From an optimization exercise on the open Yosys and OpenROAD flow, aimed at small area; shortcuts taken in it are not production practice. In this exercise RTL edits were held to simulation tests only and were not proved equivalent to the original. No activity file was given, so power comes from the tool's default toggle rates.

### config.mk
export PLATFORM = sky130hd
export DESIGN_NAME = Arr4x4
export DESIGN_NICKNAME = Arr4x4
export VERILOG_FILES = /design/flow/design.v
export SDC_FILE = /design/flow/constraint.sdc
export NUM_CORES = 4
export LEC_CHECK = 0
export ABC_AREA = 1
export CAP_MARGIN = 20
export CORE_MARGIN = 2
export CORE_UTILIZATION = 60
export CTS_BUF_LIST = sky130_fd_sc_hd__clkbuf_4
export SLEW_MARGIN = 20
### constraint.sdc
create_clock -name core_clock -period 7.5 [get_ports {clk}]
set_input_delay 1.5000 -clock core_clock [delete_from_list [all_inputs] [get_ports {clk}]]
set_output_delay 1.5000 -clock core_clock [all_outputs]
set_load 0.01 [all_outputs]
### design.v
module REG8_hold(clk,rst_n,in,out,s);
parameter N=8;
input clk,s,rst_n;
input [N-1:0] in;
output [N-1:0] out;
reg [N-1:0] out;
always @ (posedge clk or negedge rst_n)
begin
    if (!rst_n) out <= {N{1'b0}};
    else if (!s) out <= in;
end
endmodule
module REG24_hold(clk,rst_n,in,out);
parameter N=24;
input clk,rst_n;
input [N-1:0] in;
output [N-1:0] out;
reg [N-1:0] out;
always @ (posedge clk or negedge rst_n)
begin
    if (!rst_n) out <= {N{1'b0}};
    else out <= in;
end
endmodule
module FA(a, b, c, s, co);
input a, b, c;
output s, co;
assign s = a ^ b ^ c;
assign co = (a & b) | (a & c) | (b & c);
endmodule
module HA(a, b, s, co);
input a, b;
output s, co;
assign s = a ^ b;
assign co = a & b;
endmodule
module PE_c2(Err_mac, Err_mult, w, a, w1, a1, mac1, mult1, c_out, k_out);
input Err_mac, Err_mult;
input [7:0] w, a;
output [16:0] c_out;
output [0:0] k_out;
wire [7:0] x = {a[7] & ~Err_mult, a[6:0]};
wire [7:0] y = {w[7:2] & {6{~(Err_mac | Err_mult)}}, w[1] & ~Err_mac, ~Err_mac & (Err_mult ? ~w[1] : w[0])};
input [7:0] w1, a1;
input mac1, mult1;
wire [7:0] x1 = {a1[7] & ~mult1, a1[6:0]};
wire [7:0] y1 = {w1[7:2] & {6{~(mac1 | mult1)}}, w1[1] & ~mac1, ~mac1 & (mult1 ? ~w1[1] : w1[0])};
wire n1, n2, n3, n4, n5, n6, n7, n8, n9, n10, n11, n12, n13, n14, n15, n16, n17, n18, n19, n20, n21, n22, n23, n24, n25, n26, n27, n28, n29, n30, n31, n32, n33, n34, n35, n36, n37, n38, n39, n40, n41, n42, n43, n44, n45, n46, n47, n48, n49, n50, n51, n52, n53, n54, n55, n56, n57, n58, n59, n60, n61, n62, n63, n64, n65, n66, n67, n68, n69, n70, n71, n72, n73, n74, n75, n76, n77, n78, n79, n80, n81, n82, n83, n84, n85, n86, n87, n88, n89, n90, n91, n92, n93, n94, n95, n96, n97, n98, n99, n100, n101, n102, n103, n104, n105, n106, n107, n108, n109, n110, n111, n112, n113, n114, n115, n116, n117, n118, n119, n120, n121, n122, n123, n124, n125, n126, n127, n128, n129, n130, n131, n132, n133, n134, n135, n136, n137, n138, n139, n140, n141, n142, n143, n144, n145, n146, n147, n148, n149, n150, n151, n152, n153, n154, n155, n156, n157, n158, n159, n160, n161, n162, n163, n164, n165, n166, n167, n168, n169, n170, n171, n172, n173, n174, n175, n176, n177, n178, n179, n180, n181, n182, n183, n184, n185, n186, n187, n188, n189, n190, n191, n192, n193, n194, n195, n196, n197, n198, n199, n200, n201, n202, n203, n204, n205, n206, n207, n208, n209, n210, n211, n212, n213, n214, n215, n216, n217, n218, n219, n220, n221, n222, n223, n224, n225, n226, n227, n228, n229, n230, n231, n232, n233, n234, n235, n236, n237, n238, n239, n240, n241, n242, n243, n244, n245, n246, n247, n248, n249, n250, n251, n252, n253, n254, n255, n256, n257, n258, n259, n260, n261, n262, n263, n264, n265, n266, n267, n268, n269, n270, n271, n272, n273, n274, n275, n276, n277, n278, n279, n280, n281, n282, n283, n284, n285, n286, n287, n288, n289, n290, n291, n292, n293, n294, n295, n296, n297, n298, n299, n300, n301, n302, n303, n304, n305, n306, n307, n308, n309, n310, n311, n312, n313, n314, n315, n316, n317, n318, n319, n320, n321, n322, n323, n324, n325, n326, n327, n328, n329, n330, n331, n332, n333, n334, n335, n336, n337, n338, n339, n340, n341, n342, n343, n344, n345, n346, n347, n348, n349, n350, n351, n352, n353, n354, n355, n356, n357, n358, n359, n360, n361, n362, n363, n364, n365, n366, n367, n368, n369, n370, n371;
assign n1 = x[0] & y[0];
assign n2 = x[0] & y[1];
assign n3 = x[0] & y[2];
assign n4 = x[0] & y[3];
assign n5 = x[0] & y[4];
assign n6 = x[0] & y[5];
assign n7 = x[0] & y[6];
assign n8 = ~(x[0] & y[7]);
assign n9 = x[1] & y[0];
assign n10 = x[1] & y[1];
assign n11 = x[1] & y[2];
assign n12 = x[1] & y[3];
assign n13 = x[1] & y[4];
assign n14 = x[1] & y[5];
assign n15 = x[1] & y[6];
assign n16 = ~(x[1] & y[7]);
assign n17 = x[2] & y[0];
assign n18 = x[2] & y[1];
assign n19 = x[2] & y[2];
assign n20 = x[2] & y[3];
assign n21 = x[2] & y[4];
assign n22 = x[2] & y[5];
assign n23 = x[2] & y[6];
assign n24 = ~(x[2] & y[7]);
assign n25 = x[3] & y[0];
assign n26 = x[3] & y[1];
assign n27 = x[3] & y[2];
assign n28 = x[3] & y[3];
assign n29 = x[3] & y[4];
assign n30 = x[3] & y[5];
assign n31 = x[3] & y[6];
assign n32 = ~(x[3] & y[7]);
assign n33 = x[4] & y[0];
assign n34 = x[4] & y[1];
assign n35 = x[4] & y[2];
assign n36 = x[4] & y[3];
assign n37 = x[4] & y[4];
assign n38 = x[4] & y[5];
assign n39 = x[4] & y[6];
assign n40 = ~(x[4] & y[7]);
assign n41 = x[5] & y[0];
assign n42 = x[5] & y[1];
assign n43 = x[5] & y[2];
assign n44 = x[5] & y[3];
assign n45 = x[5] & y[4];
assign n46 = x[5] & y[5];
assign n47 = x[5] & y[6];
assign n48 = ~(x[5] & y[7]);
assign n49 = x[6] & y[0];
assign n50 = x[6] & y[1];
assign n51 = x[6] & y[2];
assign n52 = x[6] & y[3];
assign n53 = x[6] & y[4];
assign n54 = x[6] & y[5];
assign n55 = x[6] & y[6];
assign n56 = ~(x[6] & y[7]);
assign n57 = ~(x[7] & y[0]);
assign n58 = ~(x[7] & y[1]);
assign n59 = ~(x[7] & y[2]);
assign n60 = ~(x[7] & y[3]);
assign n61 = ~(x[7] & y[4]);
assign n62 = ~(x[7] & y[5]);
assign n63 = ~(x[7] & y[6]);
assign n64 = x[7] & y[7];
assign n65 = x1[0] & y1[0];
assign n66 = x1[0] & y1[1];
assign n67 = x1[0] & y1[2];
assign n68 = x1[0] & y1[3];
assign n69 = x1[0] & y1[4];
assign n70 = x1[0] & y1[5];
assign n71 = x1[0] & y1[6];
assign n72 = ~(x1[0] & y1[7]);
assign n73 = x1[1] & y1[0];
assign n74 = x1[1] & y1[1];
assign n75 = x1[1] & y1[2];
assign n76 = x1[1] & y1[3];
assign n77 = x1[1] & y1[4];
assign n78 = x1[1] & y1[5];
assign n79 = x1[1] & y1[6];
assign n80 = ~(x1[1] & y1[7]);
assign n81 = x1[2] & y1[0];
assign n82 = x1[2] & y1[1];
assign n83 = x1[2] & y1[2];
assign n84 = x1[2] & y1[3];
assign n85 = x1[2] & y1[4];
assign n86 = x1[2] & y1[5];
assign n87 = x1[2] & y1[6];
assign n88 = ~(x1[2] & y1[7]);
assign n89 = x1[3] & y1[0];
assign n90 = x1[3] & y1[1];
assign n91 = x1[3] & y1[2];
assign n92 = x1[3] & y1[3];
assign n93 = x1[3] & y1[4];
assign n94 = x1[3] & y1[5];
assign n95 = x1[3] & y1[6];
assign n96 = ~(x1[3] & y1[7]);
assign n97 = x1[4] & y1[0];
assign n98 = x1[4] & y1[1];
assign n99 = x1[4] & y1[2];
assign n100 = x1[4] & y1[3];
assign n101 = x1[4] & y1[4];
assign n102 = x1[4] & y1[5];
assign n103 = x1[4] & y1[6];
assign n104 = ~(x1[4] & y1[7]);
assign n105 = x1[5] & y1[0];
assign n106 = x1[5] & y1[1];
assign n107 = x1[5] & y1[2];
assign n108 = x1[5] & y1[3];
assign n109 = x1[5] & y1[4];
assign n110 = x1[5] & y1[5];
assign n111 = x1[5] & y1[6];
assign n112 = ~(x1[5] & y1[7]);
assign n113 = x1[6] & y1[0];
assign n114 = x1[6] & y1[1];
assign n115 = x1[6] & y1[2];
assign n116 = x1[6] & y1[3];
assign n117 = x1[6] & y1[4];
assign n118 = x1[6] & y1[5];
assign n119 = x1[6] & y1[6];
assign n120 = ~(x1[6] & y1[7]);
assign n121 = ~(x1[7] & y1[0]);
assign n122 = ~(x1[7] & y1[1]);
assign n123 = ~(x1[7] & y1[2]);
assign n124 = ~(x1[7] & y1[3]);
assign n125 = ~(x1[7] & y1[4]);
assign n126 = ~(x1[7] & y1[5]);
assign n127 = ~(x1[7] & y1[6]);
assign n128 = x1[7] & y1[7];
HA u_n129 (n7, n14, n129, n130);
FA u_n131 (n8, n15, n22, n131, n132);
FA u_n133 (n29, n36, n43, n133, n134);
FA u_n135 (n16, n23, n30, n135, n136);
HA u_n137 (n37, n44, n137, n138);
FA u_n139 (n24, n31, n38, n139, n140);
HA u_n141 (n5, n12, n141, n142);
FA u_n143 (n6, n13, n20, n143, n144);
FA u_n145 (n27, n34, n41, n145, n146);
FA u_n147 (n129, n21, n28, n147, n148);
FA u_n149 (n35, n42, n49, n149, n150);
FA u_n151 (n71, n78, n85, n151, n152);
FA u_n153 (n130, n131, n133, n153, n154);
FA u_n155 (n50, n57, n72, n155, n156);
FA u_n157 (n79, n86, n93, n157, n158);
HA u_n159 (n100, n107, n159, n160);
FA u_n161 (n132, n134, n135, n161, n162);
FA u_n163 (n137, n51, n58, n163, n164);
FA u_n165 (n80, n87, n94, n165, n166);
FA u_n167 (n101, n108, n115, n167, n168);
FA u_n169 (n136, n138, n139, n169, n170);
FA u_n171 (n45, n52, n59, n171, n172);
FA u_n173 (n88, n95, n102, n173, n174);
FA u_n175 (n109, n116, n123, n175, n176);
FA u_n177 (n140, n32, n39, n177, n178);
FA u_n179 (n46, n53, n60, n179, n180);
FA u_n181 (n96, n103, n110, n181, n182);
FA u_n183 (n40, n47, n54, n183, n184);
FA u_n185 (n4, n11, n18, n185, n186);
FA u_n187 (n141, n19, n26, n187, n188);
FA u_n189 (n33, n69, n76, n189, n190);
FA u_n191 (n142, n143, n145, n191, n192);
FA u_n193 (n70, n77, n84, n193, n194);
HA u_n195 (n91, n98, n195, n196);
FA u_n197 (n144, n146, n147, n197, n198);
FA u_n199 (n149, n151, n92, n199, n200);
FA u_n201 (n99, n106, n113, n201, n202);
FA u_n203 (n148, n150, n152, n203, n204);
FA u_n205 (n153, n155, n157, n205, n206);
FA u_n207 (n159, n114, n121, n207, n208);
FA u_n209 (n154, n156, n158, n209, n210);
FA u_n211 (n160, n161, n163, n211, n212);
FA u_n213 (n165, n167, n122, n213, n214);
FA u_n215 (n162, n164, n166, n215, n216);
FA u_n217 (n168, n169, n171, n217, n218);
FA u_n219 (n173, n175, 1'b1, n219, n220);
FA u_n221 (n170, n172, n174, n221, n222);
FA u_n223 (n176, n177, n179, n223, n224);
FA u_n225 (n181, n117, n124, n225, n226);
FA u_n227 (n178, n180, n182, n227, n228);
FA u_n229 (n183, n61, n104, n229, n230);
FA u_n231 (n111, n118, n125, n231, n232);
FA u_n233 (n184, n48, n55, n233, n234);
FA u_n235 (n62, n112, n119, n235, n236);
FA u_n237 (n3, n10, n17, n237, n238);
FA u_n239 (n185, n25, n68, n239, n240);
HA u_n241 (n75, n82, n241, n242);
FA u_n243 (n186, n187, n189, n243, n244);
FA u_n245 (n83, n90, n97, n245, n246);
FA u_n247 (n188, n190, n191, n247, n248);
FA u_n249 (n193, n195, n105, n249, n250);
FA u_n251 (n192, n194, n196, n251, n252);
FA u_n253 (n197, n199, n201, n253, n254);
FA u_n255 (n198, n200, n202, n255, n256);
FA u_n257 (n203, n205, n207, n257, n258);
FA u_n259 (n204, n206, n208, n259, n260);
FA u_n261 (n209, n211, n213, n261, n262);
FA u_n263 (n210, n212, n214, n263, n264);
FA u_n265 (n215, n217, n219, n265, n266);
FA u_n267 (n216, n218, n220, n267, n268);
FA u_n269 (n221, n223, n225, n269, n270);
FA u_n271 (n222, n224, n226, n271, n272);
FA u_n273 (n227, n229, n231, n273, n274);
FA u_n275 (n228, n230, n232, n275, n276);
FA u_n277 (n233, n235, n126, n277, n278);
FA u_n279 (n234, n236, n56, n279, n280);
FA u_n281 (n63, n120, n127, n281, n282);
HA u_n283 (n2, n9, n283, n284);
FA u_n285 (n237, n67, n74, n285, n286);
FA u_n287 (n238, n239, n241, n287, n288);
FA u_n289 (n240, n242, n243, n289, n290);
FA u_n291 (n244, n246, n247, n291, n292);
FA u_n293 (n248, n250, n251, n293, n294);
FA u_n295 (n252, n254, n255, n295, n296);
FA u_n297 (n256, n258, n259, n297, n298);
FA u_n299 (n260, n262, n263, n299, n300);
FA u_n301 (n264, n266, n267, n301, n302);
FA u_n303 (n268, n270, n271, n303, n304);
FA u_n305 (n272, n274, n275, n305, n306);
FA u_n307 (n276, n278, n279, n307, n308);
FA u_n309 (n280, n282, n64, n309, n310);
HA u_n311 (n283, n66, n311, n312);
FA u_n313 (n284, n285, n81, n313, n314);
FA u_n315 (n286, n287, n89, n315, n316);
FA u_n317 (n288, n289, n245, n317, n318);
FA u_n319 (n290, n291, n249, n319, n320);
FA u_n321 (n292, n293, n253, n321, n322);
FA u_n323 (n294, n295, n257, n323, n324);
FA u_n325 (n296, n297, n261, n325, n326);
FA u_n327 (n298, n299, n265, n327, n328);
FA u_n329 (n300, n301, n269, n329, n330);
FA u_n331 (n302, n303, n273, n331, n332);
FA u_n333 (n304, n305, n277, n333, n334);
FA u_n335 (n306, n307, n281, n335, n336);
FA u_n337 (n308, n309, n128, n337, n338);
HA u_n339 (n1, n65, n339, n340);
FA u_n341 (n311, n73, n340, n341, n342);
FA u_n343 (n312, n313, n342, n343, n344);
FA u_n345 (n314, n315, n344, n345, n346);
FA u_n347 (n316, n317, n346, n347, n348);
FA u_n349 (n318, n319, n348, n349, n350);
FA u_n351 (n320, n321, n350, n351, n352);
FA u_n353 (n322, n323, n352, n353, n354);
FA u_n355 (n324, n325, n354, n355, n356);
FA u_n357 (n326, n327, n356, n357, n358);
FA u_n359 (n328, n329, n358, n359, n360);
HA u_n361 (n330, n331, n361, n362);
FA u_n363 (n332, n333, n362, n363, n364);
FA u_n365 (n334, n335, n364, n365, n366);
FA u_n367 (n336, n337, n366, n367, n368);
FA u_n369 (n338, n310, n368, n369, n370);
assign n371 = 1'b1 ^ n370;
assign c_out = {n371, n369, n367, n365, n363, n361, n359, n357, n355, n353, n351, n349, n347, n345, n343, n341, n339};
assign k_out = {n360};
endmodule
module PE_c3(Err_mac, Err_mult, w, a, c_in, k_in, c_out, k_out);
input Err_mac, Err_mult;
input [7:0] w, a;
input [16:0] c_in;
input [0:0] k_in;
output [16:0] c_out;
output [0:0] k_out;
wire [7:0] x = {a[7] & ~Err_mult, a[6:0]};
wire [7:0] y = {w[7:2] & {6{~(Err_mac | Err_mult)}}, w[1] & ~Err_mac, ~Err_mac & (Err_mult ? ~w[1] : w[0])};
wire n1, n2, n3, n4, n5, n6, n7, n8, n9, n10, n11, n12, n13, n14, n15, n16, n17, n18, n19, n20, n21, n22, n23, n24, n25, n26, n27, n28, n29, n30, n31, n32, n33, n34, n35, n36, n37, n38, n39, n40, n41, n42, n43, n44, n45, n46, n47, n48, n49, n50, n51, n52, n53, n54, n55, n56, n57, n58, n59, n60, n61, n62, n63, n64, n65, n66, n67, n68, n69, n70, n71, n72, n73, n74, n75, n76, n77, n78, n79, n80, n81, n82, n83, n84, n85, n86, n87, n88, n89, n90, n91, n92, n93, n94, n95, n96, n97, n98, n99, n100, n101, n102, n103, n104, n105, n106, n107, n108, n109, n110, n111, n112, n113, n114, n115, n116, n117, n118, n119, n120, n121, n122, n123, n124, n125, n126, n127, n128, n129, n130, n131, n132, n133, n134, n135, n136, n137, n138, n139, n140, n141, n142, n143, n144, n145, n146, n147, n148, n149, n150, n151, n152, n153, n154, n155, n156, n157, n158, n159, n160, n161, n162, n163, n164, n165, n166, n167, n168, n169, n170, n171, n172, n173, n174, n175, n176, n177, n178, n179, n180, n181, n182, n183, n184, n185, n186, n187, n188, n189, n190, n191, n192, n193, n194, n195, n196, n197, n198, n199, n200, n201, n202, n203, n204, n205, n206, n207, n208, n209, n210, n211, n212, n213, n214, n215, n216, n217, n218, n219, n220;
assign n1 = x[0] & y[0];
assign n2 = x[0] & y[1];
assign n3 = x[0] & y[2];
assign n4 = x[0] & y[3];
assign n5 = x[0] & y[4];
assign n6 = x[0] & y[5];
assign n7 = x[0] & y[6];
assign n8 = ~(x[0] & y[7]);
assign n9 = x[1] & y[0];
assign n10 = x[1] & y[1];
assign n11 = x[1] & y[2];
assign n12 = x[1] & y[3];
assign n13 = x[1] & y[4];
assign n14 = x[1] & y[5];
assign n15 = x[1] & y[6];
assign n16 = ~(x[1] & y[7]);
assign n17 = x[2] & y[0];
assign n18 = x[2] & y[1];
assign n19 = x[2] & y[2];
assign n20 = x[2] & y[3];
assign n21 = x[2] & y[4];
assign n22 = x[2] & y[5];
assign n23 = x[2] & y[6];
assign n24 = ~(x[2] & y[7]);
assign n25 = x[3] & y[0];
assign n26 = x[3] & y[1];
assign n27 = x[3] & y[2];
assign n28 = x[3] & y[3];
assign n29 = x[3] & y[4];
assign n30 = x[3] & y[5];
assign n31 = x[3] & y[6];
assign n32 = ~(x[3] & y[7]);
assign n33 = x[4] & y[0];
assign n34 = x[4] & y[1];
assign n35 = x[4] & y[2];
assign n36 = x[4] & y[3];
assign n37 = x[4] & y[4];
assign n38 = x[4] & y[5];
assign n39 = x[4] & y[6];
assign n40 = ~(x[4] & y[7]);
assign n41 = x[5] & y[0];
assign n42 = x[5] & y[1];
assign n43 = x[5] & y[2];
assign n44 = x[5] & y[3];
assign n45 = x[5] & y[4];
assign n46 = x[5] & y[5];
assign n47 = x[5] & y[6];
assign n48 = ~(x[5] & y[7]);
assign n49 = x[6] & y[0];
assign n50 = x[6] & y[1];
assign n51 = x[6] & y[2];
assign n52 = x[6] & y[3];
assign n53 = x[6] & y[4];
assign n54 = x[6] & y[5];
assign n55 = x[6] & y[6];
assign n56 = ~(x[6] & y[7]);
assign n57 = ~(x[7] & y[0]);
assign n58 = ~(x[7] & y[1]);
assign n59 = ~(x[7] & y[2]);
assign n60 = ~(x[7] & y[3]);
assign n61 = ~(x[7] & y[4]);
assign n62 = ~(x[7] & y[5]);
assign n63 = ~(x[7] & y[6]);
assign n64 = x[7] & y[7];
assign n65 = ~c_in[16];
HA u_n66 (n6, n13, n66, n67);
FA u_n68 (n7, n14, n21, n68, n69);
HA u_n70 (n28, n35, n70, n71);
FA u_n72 (n8, n15, n22, n72, n73);
FA u_n74 (n29, n36, n43, n74, n75);
HA u_n76 (n50, n57, n76, n77);
FA u_n78 (n16, n23, n30, n78, n79);
FA u_n80 (n37, n44, n51, n80, n81);
FA u_n82 (n58, c_in[8], 1'b1, n82, n83);
FA u_n84 (n24, n31, n38, n84, n85);
FA u_n86 (n45, n52, n59, n86, n87);
FA u_n88 (n32, n39, n46, n88, n89);
HA u_n90 (n40, n47, n90, n91);
HA u_n92 (n4, n11, n92, n93);
FA u_n94 (n5, n12, n19, n94, n95);
HA u_n96 (n26, n33, n96, n97);
FA u_n98 (n66, n20, n27, n98, n99);
FA u_n100 (n34, n41, c_in[5], n100, n101);
FA u_n102 (n67, n68, n70, n102, n103);
FA u_n104 (n42, n49, c_in[6], n104, n105);
FA u_n106 (n69, n71, n72, n106, n107);
FA u_n108 (n74, n76, c_in[7], n108, n109);
FA u_n110 (n73, n75, n77, n110, n111);
FA u_n112 (n78, n80, n82, n112, n113);
FA u_n114 (n79, n81, n83, n114, n115);
FA u_n116 (n84, n86, c_in[9], n116, n117);
FA u_n118 (n85, n87, n88, n118, n119);
FA u_n120 (n53, n60, c_in[10], n120, n121);
FA u_n122 (n89, n90, n54, n122, n123);
FA u_n124 (n61, c_in[11], k_in[0], n124, n125);
FA u_n126 (n91, n48, n55, n126, n127);
HA u_n128 (n62, c_in[12], n128, n129);
HA u_n130 (n56, n63, n130, n131);
HA u_n132 (n3, n10, n132, n133);
FA u_n134 (n92, n18, n25, n134, n135);
FA u_n136 (n93, n94, n96, n136, n137);
FA u_n138 (n95, n97, n98, n138, n139);
FA u_n140 (n99, n101, n102, n140, n141);
FA u_n142 (n103, n105, n106, n142, n143);
FA u_n144 (n107, n109, n110, n144, n145);
FA u_n146 (n111, n113, n114, n146, n147);
FA u_n148 (n115, n117, n118, n148, n149);
FA u_n150 (n119, n121, n122, n150, n151);
FA u_n152 (n123, n125, n126, n152, n153);
FA u_n154 (n127, n129, n130, n154, n155);
HA u_n156 (n131, n64, n156, n157);
HA u_n158 (n2, n9, n158, n159);
FA u_n160 (n132, n17, c_in[2], n160, n161);
FA u_n162 (n133, n134, c_in[3], n162, n163);
FA u_n164 (n135, n136, c_in[4], n164, n165);
FA u_n166 (n137, n138, n100, n166, n167);
FA u_n168 (n139, n140, n104, n168, n169);
FA u_n170 (n141, n142, n108, n170, n171);
FA u_n172 (n143, n144, n112, n172, n173);
FA u_n174 (n145, n146, n116, n174, n175);
FA u_n176 (n147, n148, n120, n176, n177);
FA u_n178 (n149, n150, n124, n178, n179);
FA u_n180 (n151, n152, n128, n180, n181);
FA u_n182 (n153, n154, c_in[13], n182, n183);
FA u_n184 (n155, n156, c_in[14], n184, n185);
FA u_n186 (n157, c_in[15], 1'b1, n186, n187);
HA u_n188 (n1, c_in[0], n188, n189);
FA u_n190 (n158, c_in[1], n189, n190, n191);
FA u_n192 (n159, n160, n191, n192, n193);
FA u_n194 (n161, n162, n193, n194, n195);
FA u_n196 (n163, n164, n195, n196, n197);
FA u_n198 (n165, n166, n197, n198, n199);
FA u_n200 (n167, n168, n199, n200, n201);
FA u_n202 (n169, n170, n201, n202, n203);
FA u_n204 (n171, n172, n203, n204, n205);
FA u_n206 (n173, n174, n205, n206, n207);
FA u_n208 (n175, n176, n207, n208, n209);
HA u_n210 (n177, n178, n210, n211);
FA u_n212 (n179, n180, n211, n212, n213);
FA u_n214 (n181, n182, n213, n214, n215);
FA u_n216 (n183, n184, n215, n216, n217);
FA u_n218 (n185, n186, n217, n218, n219);
assign n220 = n187 ^ n65 ^ n219;
assign c_out = {n220, n218, n216, n214, n212, n210, n208, n206, n204, n202, n200, n198, n196, n194, n192, n190, n188};
assign k_out = {n209};
endmodule
module PE_c4(Err_mac, Err_mult, w, a, c_in, k_in, c_out, k_out);
input Err_mac, Err_mult;
input [7:0] w, a;
input [16:0] c_in;
input [0:0] k_in;
output [17:0] c_out;
output [0:0] k_out;
wire [7:0] x = {a[7] & ~Err_mult, a[6:0]};
wire [7:0] y = {w[7:2] & {6{~(Err_mac | Err_mult)}}, w[1] & ~Err_mac, ~Err_mac & (Err_mult ? ~w[1] : w[0])};
wire n1, n2, n3, n4, n5, n6, n7, n8, n9, n10, n11, n12, n13, n14, n15, n16, n17, n18, n19, n20, n21, n22, n23, n24, n25, n26, n27, n28, n29, n30, n31, n32, n33, n34, n35, n36, n37, n38, n39, n40, n41, n42, n43, n44, n45, n46, n47, n48, n49, n50, n51, n52, n53, n54, n55, n56, n57, n58, n59, n60, n61, n62, n63, n64, n65, n66, n67, n68, n69, n70, n71, n72, n73, n74, n75, n76, n77, n78, n79, n80, n81, n82, n83, n84, n85, n86, n87, n88, n89, n90, n91, n92, n93, n94, n95, n96, n97, n98, n99, n100, n101, n102, n103, n104, n105, n106, n107, n108, n109, n110, n111, n112, n113, n114, n115, n116, n117, n118, n119, n120, n121, n122, n123, n124, n125, n126, n127, n128, n129, n130, n131, n132, n133, n134, n135, n136, n137, n138, n139, n140, n141, n142, n143, n144, n145, n146, n147, n148, n149, n150, n151, n152, n153, n154, n155, n156, n157, n158, n159, n160, n161, n162, n163, n164, n165, n166, n167, n168, n169, n170, n171, n172, n173, n174, n175, n176, n177, n178, n179, n180, n181, n182, n183, n184, n185, n186, n187, n188, n189, n190, n191, n192, n193, n194, n195, n196, n197, n198, n199, n200, n201, n202, n203, n204, n205, n206, n207, n208, n209, n210, n211, n212, n213, n214, n215, n216, n217, n218, n219, n220, n221, n222;
assign n1 = x[0] & y[0];
assign n2 = x[0] & y[1];
assign n3 = x[0] & y[2];
assign n4 = x[0] & y[3];
assign n5 = x[0] & y[4];
assign n6 = x[0] & y[5];
assign n7 = x[0] & y[6];
assign n8 = ~(x[0] & y[7]);
assign n9 = x[1] & y[0];
assign n10 = x[1] & y[1];
assign n11 = x[1] & y[2];
assign n12 = x[1] & y[3];
assign n13 = x[1] & y[4];
assign n14 = x[1] & y[5];
assign n15 = x[1] & y[6];
assign n16 = ~(x[1] & y[7]);
assign n17 = x[2] & y[0];
assign n18 = x[2] & y[1];
assign n19 = x[2] & y[2];
assign n20 = x[2] & y[3];
assign n21 = x[2] & y[4];
assign n22 = x[2] & y[5];
assign n23 = x[2] & y[6];
assign n24 = ~(x[2] & y[7]);
assign n25 = x[3] & y[0];
assign n26 = x[3] & y[1];
assign n27 = x[3] & y[2];
assign n28 = x[3] & y[3];
assign n29 = x[3] & y[4];
assign n30 = x[3] & y[5];
assign n31 = x[3] & y[6];
assign n32 = ~(x[3] & y[7]);
assign n33 = x[4] & y[0];
assign n34 = x[4] & y[1];
assign n35 = x[4] & y[2];
assign n36 = x[4] & y[3];
assign n37 = x[4] & y[4];
assign n38 = x[4] & y[5];
assign n39 = x[4] & y[6];
assign n40 = ~(x[4] & y[7]);
assign n41 = x[5] & y[0];
assign n42 = x[5] & y[1];
assign n43 = x[5] & y[2];
assign n44 = x[5] & y[3];
assign n45 = x[5] & y[4];
assign n46 = x[5] & y[5];
assign n47 = x[5] & y[6];
assign n48 = ~(x[5] & y[7]);
assign n49 = x[6] & y[0];
assign n50 = x[6] & y[1];
assign n51 = x[6] & y[2];
assign n52 = x[6] & y[3];
assign n53 = x[6] & y[4];
assign n54 = x[6] & y[5];
assign n55 = x[6] & y[6];
assign n56 = ~(x[6] & y[7]);
assign n57 = ~(x[7] & y[0]);
assign n58 = ~(x[7] & y[1]);
assign n59 = ~(x[7] & y[2]);
assign n60 = ~(x[7] & y[3]);
assign n61 = ~(x[7] & y[4]);
assign n62 = ~(x[7] & y[5]);
assign n63 = ~(x[7] & y[6]);
assign n64 = x[7] & y[7];
assign n65 = ~c_in[16];
HA u_n66 (n6, n13, n66, n67);
FA u_n68 (n7, n14, n21, n68, n69);
HA u_n70 (n28, n35, n70, n71);
FA u_n72 (n8, n15, n22, n72, n73);
FA u_n74 (n29, n36, n43, n74, n75);
HA u_n76 (n50, n57, n76, n77);
FA u_n78 (n16, n23, n30, n78, n79);
FA u_n80 (n37, n44, n51, n80, n81);
FA u_n82 (n58, c_in[8], 1'b1, n82, n83);
FA u_n84 (n24, n31, n38, n84, n85);
FA u_n86 (n45, n52, n59, n86, n87);
FA u_n88 (n32, n39, n46, n88, n89);
HA u_n90 (n40, n47, n90, n91);
HA u_n92 (n4, n11, n92, n93);
FA u_n94 (n5, n12, n19, n94, n95);
HA u_n96 (n26, n33, n96, n97);
FA u_n98 (n66, n20, n27, n98, n99);
FA u_n100 (n34, n41, c_in[5], n100, n101);
FA u_n102 (n67, n68, n70, n102, n103);
FA u_n104 (n42, n49, c_in[6], n104, n105);
FA u_n106 (n69, n71, n72, n106, n107);
FA u_n108 (n74, n76, c_in[7], n108, n109);
FA u_n110 (n73, n75, n77, n110, n111);
FA u_n112 (n78, n80, n82, n112, n113);
FA u_n114 (n79, n81, n83, n114, n115);
FA u_n116 (n84, n86, c_in[9], n116, n117);
FA u_n118 (n85, n87, n88, n118, n119);
FA u_n120 (n53, n60, c_in[10], n120, n121);
FA u_n122 (n89, n90, n54, n122, n123);
FA u_n124 (n61, c_in[11], k_in[0], n124, n125);
FA u_n126 (n91, n48, n55, n126, n127);
HA u_n128 (n62, c_in[12], n128, n129);
HA u_n130 (n56, n63, n130, n131);
HA u_n132 (n3, n10, n132, n133);
FA u_n134 (n92, n18, n25, n134, n135);
FA u_n136 (n93, n94, n96, n136, n137);
FA u_n138 (n95, n97, n98, n138, n139);
FA u_n140 (n99, n101, n102, n140, n141);
FA u_n142 (n103, n105, n106, n142, n143);
FA u_n144 (n107, n109, n110, n144, n145);
FA u_n146 (n111, n113, n114, n146, n147);
FA u_n148 (n115, n117, n118, n148, n149);
FA u_n150 (n119, n121, n122, n150, n151);
FA u_n152 (n123, n125, n126, n152, n153);
FA u_n154 (n127, n129, n130, n154, n155);
HA u_n156 (n131, n64, n156, n157);
HA u_n158 (n2, n9, n158, n159);
FA u_n160 (n132, n17, c_in[2], n160, n161);
FA u_n162 (n133, n134, c_in[3], n162, n163);
FA u_n164 (n135, n136, c_in[4], n164, n165);
FA u_n166 (n137, n138, n100, n166, n167);
FA u_n168 (n139, n140, n104, n168, n169);
FA u_n170 (n141, n142, n108, n170, n171);
FA u_n172 (n143, n144, n112, n172, n173);
FA u_n174 (n145, n146, n116, n174, n175);
FA u_n176 (n147, n148, n120, n176, n177);
FA u_n178 (n149, n150, n124, n178, n179);
FA u_n180 (n151, n152, n128, n180, n181);
FA u_n182 (n153, n154, c_in[13], n182, n183);
FA u_n184 (n155, n156, c_in[14], n184, n185);
FA u_n186 (n157, c_in[15], 1'b1, n186, n187);
HA u_n188 (n1, c_in[0], n188, n189);
FA u_n190 (n158, c_in[1], n189, n190, n191);
FA u_n192 (n159, n160, n191, n192, n193);
FA u_n194 (n161, n162, n193, n194, n195);
FA u_n196 (n163, n164, n195, n196, n197);
FA u_n198 (n165, n166, n197, n198, n199);
FA u_n200 (n167, n168, n199, n200, n201);
FA u_n202 (n169, n170, n201, n202, n203);
FA u_n204 (n171, n172, n203, n204, n205);
FA u_n206 (n173, n174, n205, n206, n207);
FA u_n208 (n175, n176, n207, n208, n209);
HA u_n210 (n177, n178, n210, n211);
FA u_n212 (n179, n180, n211, n212, n213);
FA u_n214 (n181, n182, n213, n214, n215);
FA u_n216 (n183, n184, n215, n216, n217);
FA u_n218 (n185, n186, n217, n218, n219);
FA u_n220 (n187, n65, n219, n220, n221);
assign n222 = 1'b1 ^ n221;
assign c_out = {n222, n220, n218, n216, n214, n212, n210, n208, n206, n204, n202, n200, n198, n196, n194, n192, n190, n188};
assign k_out = {n209};
endmodule
module CSUM_out(s, k, c);
input [17:0] s;
input [0:0] k;
output [23:0] c;
wire n1, n2, n3, n4, n5, n6, n7, n8, n9, n10, n11, n12, n13;
HA u_n1 (s[11], k[0], n1, n2);
HA u_n3 (s[12], n2, n3, n4);
HA u_n5 (s[13], n4, n5, n6);
HA u_n7 (s[14], n6, n7, n8);
HA u_n9 (s[15], n8, n9, n10);
HA u_n11 (s[16], n10, n11, n12);
assign n13 = s[17] ^ n12;
wire [17:0] r = {n13, n11, n9, n7, n5, n3, n1, s[10], s[9], s[8], s[7], s[6], s[5], s[4], s[3], s[2], s[1], s[0]};
assign c = {{6{r[17]}}, r};
endmodule
module PEreg_c1(Err_mac, Err_mult, w_in, a_in, w_out, a_out, mac_d, mult_d, clk, rst_n, hold);
input [7:0] w_in, a_in;
input Err_mac, Err_mult, clk, rst_n, hold;
output [7:0] w_out, a_out;
output mac_d, mult_d;
REG8_hold regW(clk, rst_n, w_in, w_out, hold);
REG8_hold regA(clk, rst_n, a_in, a_out, 1'b0);
REG24_hold #(2) regE(clk, rst_n, {Err_mac, Err_mult}, {mac_d, mult_d});
endmodule
module PEreg_c2(Err_mac, Err_mult, w_in, a_in, a1, mac1, mult1, hold_d, w_out, a_out, c_out, k_out, clk, rst_n, hold);
input [7:0] w_in, a_in;
input Err_mac, Err_mult, clk, rst_n, hold;
output [7:0] w_out, a_out;
output [16:0] c_out;
output [0:0] k_out;
wire [16:0] p_sum;
wire [0:0] p_k;
input [7:0] a1;
input mac1, mult1, hold_d;
wire [7:0] w1 = hold_d ? w_in : w_out;
PE_c2 PE_no_reg(Err_mac, Err_mult, w_out, a_out, w1, a1, mac1, mult1, p_sum, p_k);
REG8_hold regW(clk, rst_n, w_in, w_out, hold);
REG8_hold regA(clk, rst_n, a_in, a_out, 1'b0);
REG24_hold #(17) regC(clk, rst_n, p_sum, c_out);
REG24_hold #(1) regK(clk, rst_n, p_k, k_out);
endmodule
module PEreg_c3(Err_mac, Err_mult, w_in, a_in, c_in, k_in, w_out, a_out, c_out, k_out, clk, rst_n, hold);
input [7:0] w_in, a_in;
input [16:0] c_in;
input [0:0] k_in;
input Err_mac, Err_mult, clk, rst_n, hold;
output [7:0] w_out, a_out;
output [16:0] c_out;
output [0:0] k_out;
wire [16:0] p_sum;
wire [0:0] p_k;
PE_c3 PE_no_reg(Err_mac, Err_mult, w_out, a_out, c_in, k_in, p_sum, p_k);
REG8_hold regW(clk, rst_n, w_in, w_out, hold);
REG8_hold regA(clk, rst_n, a_in, a_out, 1'b0);
REG24_hold #(17) regC(clk, rst_n, p_sum, c_out);
REG24_hold #(1) regK(clk, rst_n, p_k, k_out);
endmodule
module PEreg_c4(Err_mac, Err_mult, w_in, a_in, c_in, k_in, w_out, a_out, c_out, k_out, clk, rst_n, hold);
input [7:0] w_in, a_in;
input [16:0] c_in;
input [0:0] k_in;
input Err_mac, Err_mult, clk, rst_n, hold;
output [7:0] w_out, a_out;
output [17:0] c_out;
output [0:0] k_out;
wire [17:0] p_sum;
wire [0:0] p_k;
PE_c4 PE_no_reg(Err_mac, Err_mult, w_out, a_out, c_in, k_in, p_sum, p_k);
REG8_hold regW(clk, rst_n, w_in, w_out, hold);
REG8_hold regA(clk, rst_n, a_in, a_out, 1'b0);
REG24_hold #(18) regC(clk, rst_n, p_sum, c_out);
REG24_hold #(1) regK(clk, rst_n, p_k, k_out);
endmodule
module Arr4x4(Err_mac, Err_mult,
             w1_in, w2_in, w3_in, w4_in,
             a1_in, a2_in, a3_in, a4_in,
             w1_out, w2_out, w3_out, w4_out,
             a1_out, a2_out, a3_out, a4_out,
             c1_out, c2_out, c3_out, c4_out,
             clk, rst_n, hold);
input [7:0] w1_in, w2_in, w3_in, w4_in;
input [7:0] a1_in, a2_in, a3_in, a4_in;
input clk, rst_n, hold;
input [15:0] Err_mac, Err_mult;
output [7:0] w1_out, w2_out, w3_out, w4_out;
output [7:0] a1_out, a2_out, a3_out, a4_out;
output [23:0] c1_out, c2_out, c3_out, c4_out;
wire [7:0] w11, a11;
wire [15:0] c11;
wire [0:0] k11;
wire [7:0] w12, a12;
wire [16:0] c12;
wire [0:0] k12;
wire [7:0] w13, a13;
wire [16:0] c13;
wire [0:0] k13;
wire [7:0] w14, a14;
wire [17:0] c14;
wire [0:0] k14;
wire [7:0] w21, a21;
wire [15:0] c21;
wire [0:0] k21;
wire [7:0] w22, a22;
wire [16:0] c22;
wire [0:0] k22;
wire [7:0] w23, a23;
wire [16:0] c23;
wire [0:0] k23;
wire [7:0] w24, a24;
wire [17:0] c24;
wire [0:0] k24;
wire [7:0] w31, a31;
wire [15:0] c31;
wire [0:0] k31;
wire [7:0] w32, a32;
wire [16:0] c32;
wire [0:0] k32;
wire [7:0] w33, a33;
wire [16:0] c33;
wire [0:0] k33;
wire [7:0] w34, a34;
wire [17:0] c34;
wire [0:0] k34;
wire [7:0] w41, a41;
wire [15:0] c41;
wire [0:0] k41;
wire [7:0] w42, a42;
wire [16:0] c42;
wire [0:0] k42;
wire [7:0] w43, a43;
wire [16:0] c43;
wire [0:0] k43;
wire [7:0] w44, a44;
wire [17:0] c44;
wire [0:0] k44;
wire hold_d;
wire [7:0] a51;
REG24_hold #(1) regH(clk, rst_n, hold, hold_d);
REG8_hold regA5(clk, rst_n, a41, a51, 1'b0);
wire mac11, mult11;
wire mac21, mult21;
wire mac31, mult31;
wire mac41, mult41;
PEreg_c1 PE11(Err_mac[0], Err_mult[0], w1_in, a1_in, w11, a11, mac11, mult11, clk, rst_n, hold);
PEreg_c1 PE21(Err_mac[1], Err_mult[1], w2_in, a11, w21, a21, mac21, mult21, clk, rst_n, hold);
PEreg_c1 PE31(Err_mac[2], Err_mult[2], w3_in, a21, w31, a31, mac31, mult31, clk, rst_n, hold);
PEreg_c1 PE41(Err_mac[3], Err_mult[3], w4_in, a31, w41, a41, mac41, mult41, clk, rst_n, hold);
PEreg_c2 PE12(Err_mac[4], Err_mult[4], w11, a2_in, a21, mac11, mult11, hold_d, w12, a12, c12, k12, clk, rst_n, hold);
PEreg_c2 PE22(Err_mac[5], Err_mult[5], w21, a12, a31, mac21, mult21, hold_d, w22, a22, c22, k22, clk, rst_n, hold);
PEreg_c2 PE32(Err_mac[6], Err_mult[6], w31, a22, a41, mac31, mult31, hold_d, w32, a32, c32, k32, clk, rst_n, hold);
PEreg_c2 PE42(Err_mac[7], Err_mult[7], w41, a32, a51, mac41, mult41, hold_d, w42, a42, c42, k42, clk, rst_n, hold);
PEreg_c3 PE13(Err_mac[8], Err_mult[8], w12, a3_in, c12, k12, w13, a13, c13, k13, clk, rst_n, hold);
PEreg_c3 PE23(Err_mac[9], Err_mult[9], w22, a13, c22, k22, w23, a23, c23, k23, clk, rst_n, hold);
PEreg_c3 PE33(Err_mac[10], Err_mult[10], w32, a23, c32, k32, w33, a33, c33, k33, clk, rst_n, hold);
PEreg_c3 PE43(Err_mac[11], Err_mult[11], w42, a33, c42, k42, w43, a43, c43, k43, clk, rst_n, hold);
PEreg_c4 PE14(Err_mac[12], Err_mult[12], w13, a4_in, c13, k13, w14, a14, c14, k14, clk, rst_n, hold);
PEreg_c4 PE24(Err_mac[13], Err_mult[13], w23, a14, c23, k23, w24, a24, c24, k24, clk, rst_n, hold);
PEreg_c4 PE34(Err_mac[14], Err_mult[14], w33, a24, c33, k33, w34, a34, c34, k34, clk, rst_n, hold);
PEreg_c4 PE44(Err_mac[15], Err_mult[15], w43, a34, c43, k43, w44, a44, c44, k44, clk, rst_n, hold);
CSUM_out out1(c14, k14, c1_out);
assign w1_out = w14;
assign a1_out = a41;
CSUM_out out2(c24, k24, c2_out);
assign w2_out = w24;
assign a2_out = a42;
CSUM_out out3(c34, k34, c3_out);
assign w3_out = w34;
assign a3_out = a43;
CSUM_out out4(c44, k44, c4_out);
assign w4_out = w44;
assign a4_out = a44;
endmodule
### flow/run.sh
#!/bin/bash
# Standard layout, with one netlist step added after synthesis: invpush.py
# removes inverters around full-adder cells (a full adder is self-dual), which
# leaves the logic and every register unchanged. Ports are buffered with buf_1.
set -euo pipefail
W=$(pwd)
R=$W/orfs/results/$FLOW_PLATFORM/Arr4x4/base
bash standard.sh synth > $W/synth.log 2>&1
python3 $W/flow/invpush.py $R/1_2_yosys.v $R/1_2_yosys_invpush.v > $W/invpush.log 2>&1
cp $R/1_2_yosys.v $W/1_2_yosys_standard.v
mv $R/1_2_yosys_invpush.v $R/1_2_yosys.v
rm -f $R/1_synth.odb $R/1_synth.sdc
bash standard.sh "BUFFER_PORTS_ARGS=-buffer_cell sky130_fd_sc_hd__buf_1" finish > $W/layout.log 2>&1
### flow/invpush.py
#!/usr/bin/env python3
"""Remove inverters around full-adder cells in a flat Yosys netlist.

A full adder is self-dual: FA(~a, ~b, ~c) = (~sum, ~cout). extract_fa often
leaves inverters on full-adder inputs and outputs; flipping the polarity of a
full adder (moving the inversion from its inputs to its outputs, or the other
way round) removes them. Each flip is taken only when it lowers the number of
inverters. The logic function of the netlist does not change.

usage: invpush.py IN.v OUT.v
"""
import re
import sys
from collections import defaultdict

OUT_PINS = {"X", "Y", "Q", "Q_N", "SUM", "COUT", "HI", "LO"}
INV_RE = re.compile(r"sky130_fd_sc_hd__(inv|clkinv)_\d+$")
FA_RE = re.compile(r"sky130_fd_sc_hd__fa_\d+$")

src = open(sys.argv[1]).read()
src = re.sub(r"^\s*\(\*.*?\*\)\s*\n", "", src, flags=re.M)

m = re.search(r"^module\s+(\S+)\s*\(", src, re.M)
mod_start = m.start()
end = src.index("endmodule", mod_start)
body = src[mod_start:end]

cell_re = re.compile(r"^  (sky130_fd_sc_hd__\w+)\s+(\S+)\s*\((.*?)\);\n", re.M | re.S)
pin_re = re.compile(r"\.(\w+)\(([^()]*)\)")

cells = {}
order = []
spans = []
for cm in cell_re.finditer(body):
    typ, name, pins = cm.group(1), cm.group(2), cm.group(3)
    pd = {p: n.strip() for p, n in pin_re.findall(pins)}
    cells[name] = [typ, pd]
    order.append(name)
    spans.append((cm.start(), cm.end()))

# nets that are used outside cell instances (ports, assigns): their polarity is fixed
rest = body
for s, e in reversed(spans):
    rest = rest[:s] + rest[e:]
fixed = set()
for am in re.finditer(r"assign\s+(.*?);", rest, re.S):
    for tok in re.findall(r"\\\S+(?:\s*\[\d+\])?|[A-Za-z_][\w$]*(?:\s*\[\d+\])?", am.group(1)):
        fixed.add(tok.strip())
ports = set()
for pm in re.finditer(r"^\s*(input|output|inout)\s+(?:\[(\d+):(\d+)\]\s+)?(\S+)\s*;", rest, re.M):
    nm = pm.group(4)
    ports.add(nm)
    if pm.group(2) is not None:
        a, b = int(pm.group(2)), int(pm.group(3))
        for i in range(min(a, b), max(a, b) + 1):
            fixed.add(f"{nm} [{i}]")
            fixed.add(f"{nm}[{i}]")
    else:
        fixed.add(nm)

drv = {}
loads = defaultdict(set)


def index():
    drv.clear()
    loads.clear()
    for name, (typ, pd) in cells.items():
        for p, n in pd.items():
            if p in OUT_PINS:
                drv[n] = (name, p)
            else:
                loads[n].add((name, p))


index()

new_id = [0]
new_wires = []


def fresh():
    new_id[0] += 1
    w = f"_invpush_{new_id[0]}_"
    new_wires.append(w)
    return w


def is_inv(name):
    return name in cells and INV_RE.match(cells[name][0])


def inv_of(net):
    """an existing inverter whose input is net, or None"""
    for (c, p) in loads.get(net, ()):
        if is_inv(c) and cells[c][1]["Y"] not in fixed:
            return c
    return None


def connect(c, p, net):
    old = cells[c][1][p]
    loads[old].discard((c, p))
    cells[c][1][p] = net
    loads[net].add((c, p))


def remove(c):
    for p, n in cells[c][1].items():
        if p in OUT_PINS:
            drv.pop(n, None)
        else:
            loads[n].discard((c, p))
    del cells[c]


inv_count = [0]


def add_inv(a):
    inv_count[0] += 1
    name = f"_invpush_inv_{inv_count[0]}_"
    y = fresh()
    cells[name] = ["sky130_fd_sc_hd__inv_1", {"A": a, "Y": y}]
    loads[a].add((name, "A"))
    drv[y] = (name, "Y")
    order.append(name)
    return name, y


def gain(f):
    typ, pd = cells[f]
    g = 0
    used = defaultdict(int)
    for p in ("A", "B", "CIN"):
        n = pd[p]
        d = drv.get(n)
        if d and is_inv(d[0]) and n not in fixed:
            used[d[0]] += 1
        elif inv_of(n) is None:
            g -= 1
    for c, k in used.items():
        out = cells[c][1]["Y"]
        if len(loads[out]) == k:
            g += 1
    for p in ("SUM", "COUT"):
        o = pd[p]
        other = 0
        for (c, q) in loads[o]:
            if is_inv(c) and cells[c][1]["Y"] not in fixed:
                g += 1
            else:
                other += 1
        if other or o in fixed:
            g -= 1
    return g


def flip(f):
    typ, pd = cells[f]
    for p in ("A", "B", "CIN"):
        n = pd[p]
        d = drv.get(n)
        if d and is_inv(d[0]) and n not in fixed:
            i = d[0]
            connect(f, p, cells[i][1]["A"])
            if not loads[n]:
                remove(i)
        else:
            j = inv_of(n)
            if j is None:
                j, _ = add_inv(n)
            connect(f, p, cells[j][1]["Y"])
    for p in ("SUM", "COUT"):
        o = pd[p]
        no = fresh()
        drv.pop(o, None)
        pd[p] = no
        drv[no] = (f, p)
        keep = o in fixed
        for (c, q) in list(loads[o]):
            if is_inv(c) and cells[c][1]["Y"] not in fixed:
                y = cells[c][1]["Y"]
                for (c2, q2) in list(loads[y]):
                    connect(c2, q2, no)
                remove(c)
            else:
                keep = True
        if keep:
            # an inverter from the new output rebuilds the old net
            inv_count[0] += 1
            name = f"_invpush_inv_{inv_count[0]}_"
            cells[name] = ["sky130_fd_sc_hd__inv_1", {"A": no, "Y": o}]
            loads[no].add((name, "A"))
            drv[o] = (name, "Y")
            order.append(name)


def ninv():
    return sum(1 for c in cells if is_inv(c))


before = ninv()
for it in range(50):
    changed = 0
    for f in list(cells):
        if f in cells and FA_RE.match(cells[f][0]) and gain(f) > 0:
            flip(f)
            changed += 1
    # inverters left with no load
    for c in list(cells):
        if c in cells and is_inv(c) and not loads[cells[c][1]["Y"]] and cells[c][1]["Y"] not in fixed:
            remove(c)
    if not changed:
        break
after = ninv()
sys.stderr.write(f"invpush: inverters {before} -> {after}\n")

# write back: drop the old cell instances, add wires and all cells before endmodule
out_body = rest
decl = "".join(f"  wire {w};\n" for w in new_wires)
inst = []
for name in order:
    if name not in cells:
        continue
    typ, pd = cells[name]
    pins = ",\n".join(f"    .{p}({n}{' ' if n.startswith(chr(92)) else ''})" for p, n in pd.items())
    inst.append(f"  {typ} {name} (\n{pins}\n  );\n")
# insert declarations after the port list header (first ';' after module)
hdr_end = out_body.index(";") + 1
out_body = out_body[:hdr_end] + "\n" + decl + out_body[hdr_end:]
out_body = out_body.rstrip() + "\n" + "".join(inst)
open(sys.argv[2], "w").write(src[:mod_start] + out_body + src[end:])
### standard.sh
#!/bin/bash
# synth_recipe.tcl (not shown) runs the flow's synth.tcl, then flattens the netlist and writes it again
# the make line also repeats each setting of config.mk as NAME=value (left out here)
make -C /OpenROAD-flow-scripts/flow DESIGN_CONFIG=/design/flow/config.mk WORK_HOME=/design/flow/orfs CLKGATE_MAP_FILE= SYNTH_SCRIPT=/design/flow/synth_recipe.tcl "${@:-finish}"
==> flow_summary.yaml, run 1 <==
outcome:
  outcome: "no timing/DRC/antenna violations"
global_route:
  global_route_wire_length_before_repair_um: 171600
  groute.layer.met2.usage: 0.4294
  global_route.usage.total: 0.3080
  grt_max_degree: 176
  number_of_global_route_vias_before_repair: 30555
  grt_most_used_layer: "met1"
  grt_use_met1: 0.4725
  globalRouteOverflowTotal: 0
  grt_antenna_before_repair: 5
  groute.layer.met3.usage: 0.08965
place:
  dpl.cell_count: 5152
  hpwl_dp_um: 90140
  gp_congestion: 0.9782
  numPortBuffers: 258
  post-place-ws_ps: -40.91
layout:
  finish.net_count: 5569
  flow.area_growth_from_synthesis_pct: 8.193
  final_cell_count_no_fill: 5395
  top_library_cells_by_usage_in_the_layout_fill_and_taps_aside: "fa_1 (940), nor2_1 (753), inv_1 (675)"
  layout_cell_share_with_drive_strength_beyond_1: 0.07911
  most_common_cell_after_layout_fill_and_taps_aside: "fa_1"
floorplan:
  floorplan.die_area_um2: 74710
  io_pins: 259
  placementRows: 98
  design.core.area_um2: 71610
  die_height_um: 273.3
  start_util: 0.6078
  die_w_um: 273.3
detailed_routing:
  drt_iter0_markers: 2403
  routed_vias: 28179
  drt_first_pass_iters: 6
  route.detailed.drc: 0
  wl_per_cell_um: 19.96
  detail-route-antenna-nets: 0
  finalWirelength_um: 107700
  via_per_inst: 5.223
setup_path:
  critical-path-max-stage-delay_ps: 580
  crit_path_max_fanout: 4
  crit_type: "primary input to flip-flop"
  path_cells: "buf_1 -> nor2_1 -> nand2_1 -> nor2_1 -> fa_1 -> fa_1 -> fa_1 -> fa_1 -> fa_1 -> fa_1 -> fa_1 -> fa_1 -> fa_1 -> fa_1 -> fa_1 -> fa_1"
  arrival_ps: 7430
  worstSetupEndpointType: "flip-flop"
  critPathLaunchType: "primary input"
  slowest_stage: "fa_1"
  critical-path-top-cell-by-count: "fa_1"
  worst_ep_required_time_ps: 8340
cts:
  clock_tree.buffer_depth: 3
  cts_htree_levels: 4
  root_buffer: "clkbuf_4"
  cts_num_sinks: 493
  worstSkewPairLatency_ps: 1030
  number_of_setup_buffers_added_after_cts: 0
  cts_hold_buffers: 0
  cts_resized: 0
  number_of_buffers_inserted_during_clock_tree_synthesis: 138
  cts_tree: "yes"
  cts.clk_slew.worst_paths_ps: 70
pwr:
  p_leak_nw: 24.15
  peakVddDrop_mv: 0.4089
  p_per_area_nw_per_um2: 314.1
timing:
  drv_slew: 0
  rsz_0062_raised_after_global_routing: "false"
  achievable-frequency_ghz: 0.1515
  worst_slew_margin_rel: 0.3869
  tightest_slew_ps: 919.6
  layout_worst_path_cycle_share: 0.8799
  final_critical_delay_including_setup_and_external_delays_ps: 6599
  clock_skew_ps: 75.97
  hold_violations: 0
  final_setup_violation_count: 0
  timing.final.ws_setup_ps: 900.8
synth:
  synth_area_um2: 43530
  synth_nets: 5234
  syn-instance-count: 4007
  yosysWarnings: 5
  avgSynthCellArea_um2: 10.86
run:
  max-cap-violations: 0
hold_path:
  min_path_type: "flip-flop to flip-flop"
## metrics by stage
stage	setup TNS [ps]	power (mW)	instance area, µm²	hold slack, ps	util
floorplan	0	9.588	43530	331.2	-
global placement	0	12.09	45290	332.9	0.6324
detailed placement	-56.49	12.39	45290	334.7	0.6324
CTS	0	15.01	47070	332.5	0.6574
global route	0	16.34	47090	344.0	0.6576
finish	0	14.79	47090	325.7	0.6576
## layer usage
metal  up-vias  wire length, µm  share of wire
met5         -               23        0.00021
li1      12465                -              -
met4         4             2719          0.025
met3       201            10120          0.094
met2      1146            46090           0.43
met1     14363            48720           0.45
## report_power, final
part | total [mW] | internal, mW | switching (mW)
registers | 4.11 | 3.59 | 0.523
clock network | 2.58 | 1.38 | 1.19
logic | 8.11 | 3.55 | 4.56
total | 14.8 | 8.52 | 6.27
## state kept, by name, indices dropped and copies added (netlist names), 17 cells and up
| name | count |
|---|---|
| PE33.regC.out | 17 |
| PE43.regC.out | 17 |
| PE12.regC.out | 17 |
| PE32.regC.out | 17 |
| PE22.regC.out | 17 |
| PE13.regC.out | 17 |
| PE23.regC.out | 17 |
| PE34.regC.out | 18 |
| PE14.regC.out | 18 |
| PE24.regC.out | 18 |
| PE44.regC.out | 18 |
| PE42.regC.out | 17 |
## path summary, 6_finish.rpt
kind / cells past startpoint / startpoint / end / slack [ps]
hold reg to reg: 0 / PE11.regA.out[1] / PE21.regA.out[1] / 330
max in group asynchronous: 3 / rst_n / PE11.regA.out[1] / 5650
setup reg to reg: 18 / regH.out / PE22.regC.out[10] / 950
setup / recovery: 16 / Err_mac[5] / PE22.regC.out[10] / 900
min in group asynchronous: 1 / rst_n / PE14.regC.out[9] / 430
hold / removal: 0 / PE11.regA.out[1] / PE21.regA.out[1] / 330
## final cells by class
class	instances	area (µm²)
multi-input combinational	2695	27640
fill	5892	24520
sequential	493	12340
inverter	689	2594
timing repair buffer	325	1529
clock buffer	191	1434
tap	950	1189
clock inverter	44	352.8
antenna	8	20.02
## worst max-delay path: cells and delay by family
kind / cells / cell delay (ps)
fa+ha+maj: 12 / 5310
buf+inv: 1 / 100
simple gates: 3 / 530
==> inputs of run 2 (changes only) <==
--- a/config.mk
+++ b/config.mk
@@ -7,7 +7,7 @@
 export LEC_CHECK = 0
 export ABC_AREA = 1
-export CAP_MARGIN = 20
+export CAP_MARGIN = 10
 export CORE_MARGIN = 2
 export CORE_UTILIZATION = 60
-export CTS_BUF_LIST = sky130_fd_sc_hd__clkbuf_4
-export SLEW_MARGIN = 20
+export CTS_BUF_LIST = sky130_fd_sc_hd__clkbuf_8
+export SLEW_MARGIN = 10
==> run 2 against run 1 <==
Effect of this change: combinational power grew 0.5%; sequential share of layout area is essentially flat; area after synthesis did not move; global-route usage fell by 0.29 points; non-clock buffer count did not move; die area unchanged; first-iteration DRC count shrank 3.7%; largest cell class unchanged; highest routed layer unchanged.
==> flow_summary.yaml, run 2 <==
cts:
  number_of_buffers_inserted_during_clock_tree_synthesis: 87
  root_buffer: "clkbuf_8"
  cts_num_sinks: 493
  number_of_setup_buffers_added_after_cts: 0
  cts_resized: 0
  cts_htree_levels: 3
  worstSkewPairLatency_ps: 700
  cts_tree: "yes"
  cts.clk_slew.worst_paths_ps: 60
  cts_hold_buffers: 0
  clock_tree.buffer_depth: 3
detailed_routing:
  route.detailed.drc: 0
  drt_first_pass_iters: 5
  via_per_inst: 5.253
  drt_iter0_markers: 2313
  finalWirelength_um: 107300
  routed_vias: 27873
  detail-route-antenna-nets: 0
  wl_per_cell_um: 20.23
synth:
  syn-instance-count: 4007
  yosysWarnings: 5
  synth_area_um2: 43530
  avgSynthCellArea_um2: 10.86
  synth_nets: 5234
setup_path:
  timing.reg2reg.setup_slack_ps: 950
  path_cells: "buf_1 -> nor2_1 -> nand2_1 -> nor2_1 -> fa_1 -> fa_1 -> fa_1 -> fa_1 -> fa_1 -> fa_1 -> fa_1 -> fa_1 -> fa_1 -> fa_1 -> fa_1 -> fa_1"
  worstSetupEndpointType: "flip-flop"
  arrival_ps: 7400
  crit_path_max_fanout: 4
  ff2ff_path_depth: 14
  critPathLaunchType: "primary input"
  critical-path-max-stage-delay_ps: 580
  critical-path-top-cell-by-count: "fa_1"
  crit_type: "primary input to flip-flop"
  worst_ep_required_time_ps: 8050
  slowest_stage: "fa_1"
global_route:
  global_route.usage.total: 0.3051
  grt_max_degree: 176
  grt_antenna_before_repair: 5
  number_of_global_route_vias_before_repair: 30074
  globalRouteOverflowTotal: 0
  global_route_wire_length_before_repair_um: 170700
floorplan:
  die_height_um: 273.3
  die_w_um: 273.3
  placementRows: 98
  start_util: 0.6078
  io_pins: 259
  floorplan.die_area_um2: 74710
  design.core.area_um2: 71610
pwr:
  peakVddDrop_mv: 0.4040
  p_leak_nw: 24.14
  p_per_area_nw_per_um2: 316.7
place:
  placedInstanceArea_um2: 45290
  numPortBuffers: 258
  gp_congestion: 0.9782
  post-place-ws_ps: -40.91
  hpwl_dp_um: 90140
layout:
  layout_cell_share_with_drive_strength_beyond_1: 0.06178
  most_common_cell_after_layout_fill_and_taps_aside: "fa_1"
  top_library_cells_by_usage_in_the_layout_fill_and_taps_aside: "fa_1 (940), nor2_1 (753), inv_1 (697)"
  fillCellCount: 5840
  finish.net_count: 5518
  post-route-cell-area_um2: 47150
  flow.area_growth_from_synthesis_pct: 8.330
timing:
  tightest_slew_ps: 931.9
  achievable-frequency_ghz: 0.1461
  timing.final.ws_setup_ps: 653.8
  hold_violations: 0
  drv_slew: 0
  clock_skew_ps: 48.77
  rsz_0062_raised_after_global_routing: "false"
  final_setup_violation_count: 0
  final_critical_delay_including_setup_and_external_delays_ps: 6846
  layout_worst_path_cycle_share: 0.9128
  worst_slew_margin_rel: 0.3787
hold_path:
  min_path_type: "flip-flop to flip-flop"
  hold_path_depth: 0
outcome:
  outcome: "no timing/DRC/antenna violations"
run:
  max-cap-violations: 0
run 2: worst max-delay path, delay by kind of cell:
kind                       cells  cell delay (ps)
adders and majority gates     12             5280
buffers and inverters          1              100
and+or+nand+nor                3              500
run 2: layout make-up:
| class | instances | area [µm²] | share of cell area |
|---|---|---|---|
| flip-flops and latches | 493 | 12340 | 0.2617 |
| clock buffers | 104 | 1431 | 0.03036 |
| inverters | 689 | 2594 | 0.05501 |
| multi-input cells | 2695 | 27640 | 0.5861 |
| diodes | 2 | 5.005 | 0.0001061 |
| clock inverters | 48 | 430.4 | 0.009128 |
| repair buffers | 325 | 1529 | 0.03243 |
| well taps | 950 | 1189 | 0.02521 |
run 2: stage by stage:
step | TNS, ps | utilization | hold slack (ps) | total power, mW | std cells
5_1_grt | 0 | 0.6585 | 353.4 | 16.39 | 5306
3_5_place_dp | -56.49 | 0.6324 | 334.7 | 12.39 | 5152
3_3_place_gp | 0 | 0.6324 | 332.9 | 12.09 | 5152
6_report | 0 | 0.6585 | 344.6 | 14.93 | 5306
4_1_cts | 0 | 0.6584 | 344.7 | 15.14 | 5304
2_1_floorplan | 0 | - | 331.2 | 9.588 | 4007
run 2: routing by layer:
layer,track usage,vias to the layer above,wire length (µm)
met1,0.4766,14288,48640
met5,0,-,40
li1,-,12284,-
met3,0.07684,181,9803
met4,0.08197,6,2669
met2,0.4302,1114,46190
run 2: path summary, 6_finish.rpt:
check / start / end
max in group asynchronous: rst_n / PE12.regW.out[2]
worst min register to register: PE11.regA.out[7] / PE21.regA.out[7]
worst max-delay path: Err_mac[5] / PE22.regC.out[10]
min in group asynchronous: rst_n / PE14.regC.out[8]
worst max register to register: regH.out / PE42.regC.out[10]
worst min-delay path: PE11.regA.out[7] / PE21.regA.out[7]
run 2: power breakdown:
| group | internal, mW | switching (mW) |
|---|---|---|
| Clock | 1.53 | 1.14 |
| Sequential | 3.59 | 0.526 |
| Combinational | 3.56 | 4.59 |

[static timing again, ports no longer ideal]
The results above use ideal ports. As a check the final layouts listed here were re-extracted and re-timed, cells and wires unchanged. Step 1 sets driving cells, clkbuf_16 on the clock port and buf_2 on the other inputs (assumed; they add their load-dependent delay and slew). Step 2 adds t to the input delays and takes it off the output delays; t is the mean of the earliest and latest rising clock arrival at the registers after step 1. Input paths then give back, and output paths get back, about the clock's delay inside the block. Slacks: ideal ports / drivers / drivers and shift; pairs: ideal ports / drivers.
run	shift t [ns]	setup WS [ns]	hold slack, ns	slew at the worst register clock pin (ns)	worst slew at a driven data input, ns
run 1	1.054	0.901 / 0.935 / -0.119	0.326 / 0.326 / 0.326	0.08 / 0.08	0.09
run 2	0.744	0.654 / 0.690 / -0.054	0.345 / 0.345 / 0.345	0.07 / 0.07	0.08
Met with ideal ports but missed after step 2: setup timing in run 1 and run 2. The setup slack of run 1, which loses most, moves by +0.034 ns with the drivers and by -1.020 ns with both steps.
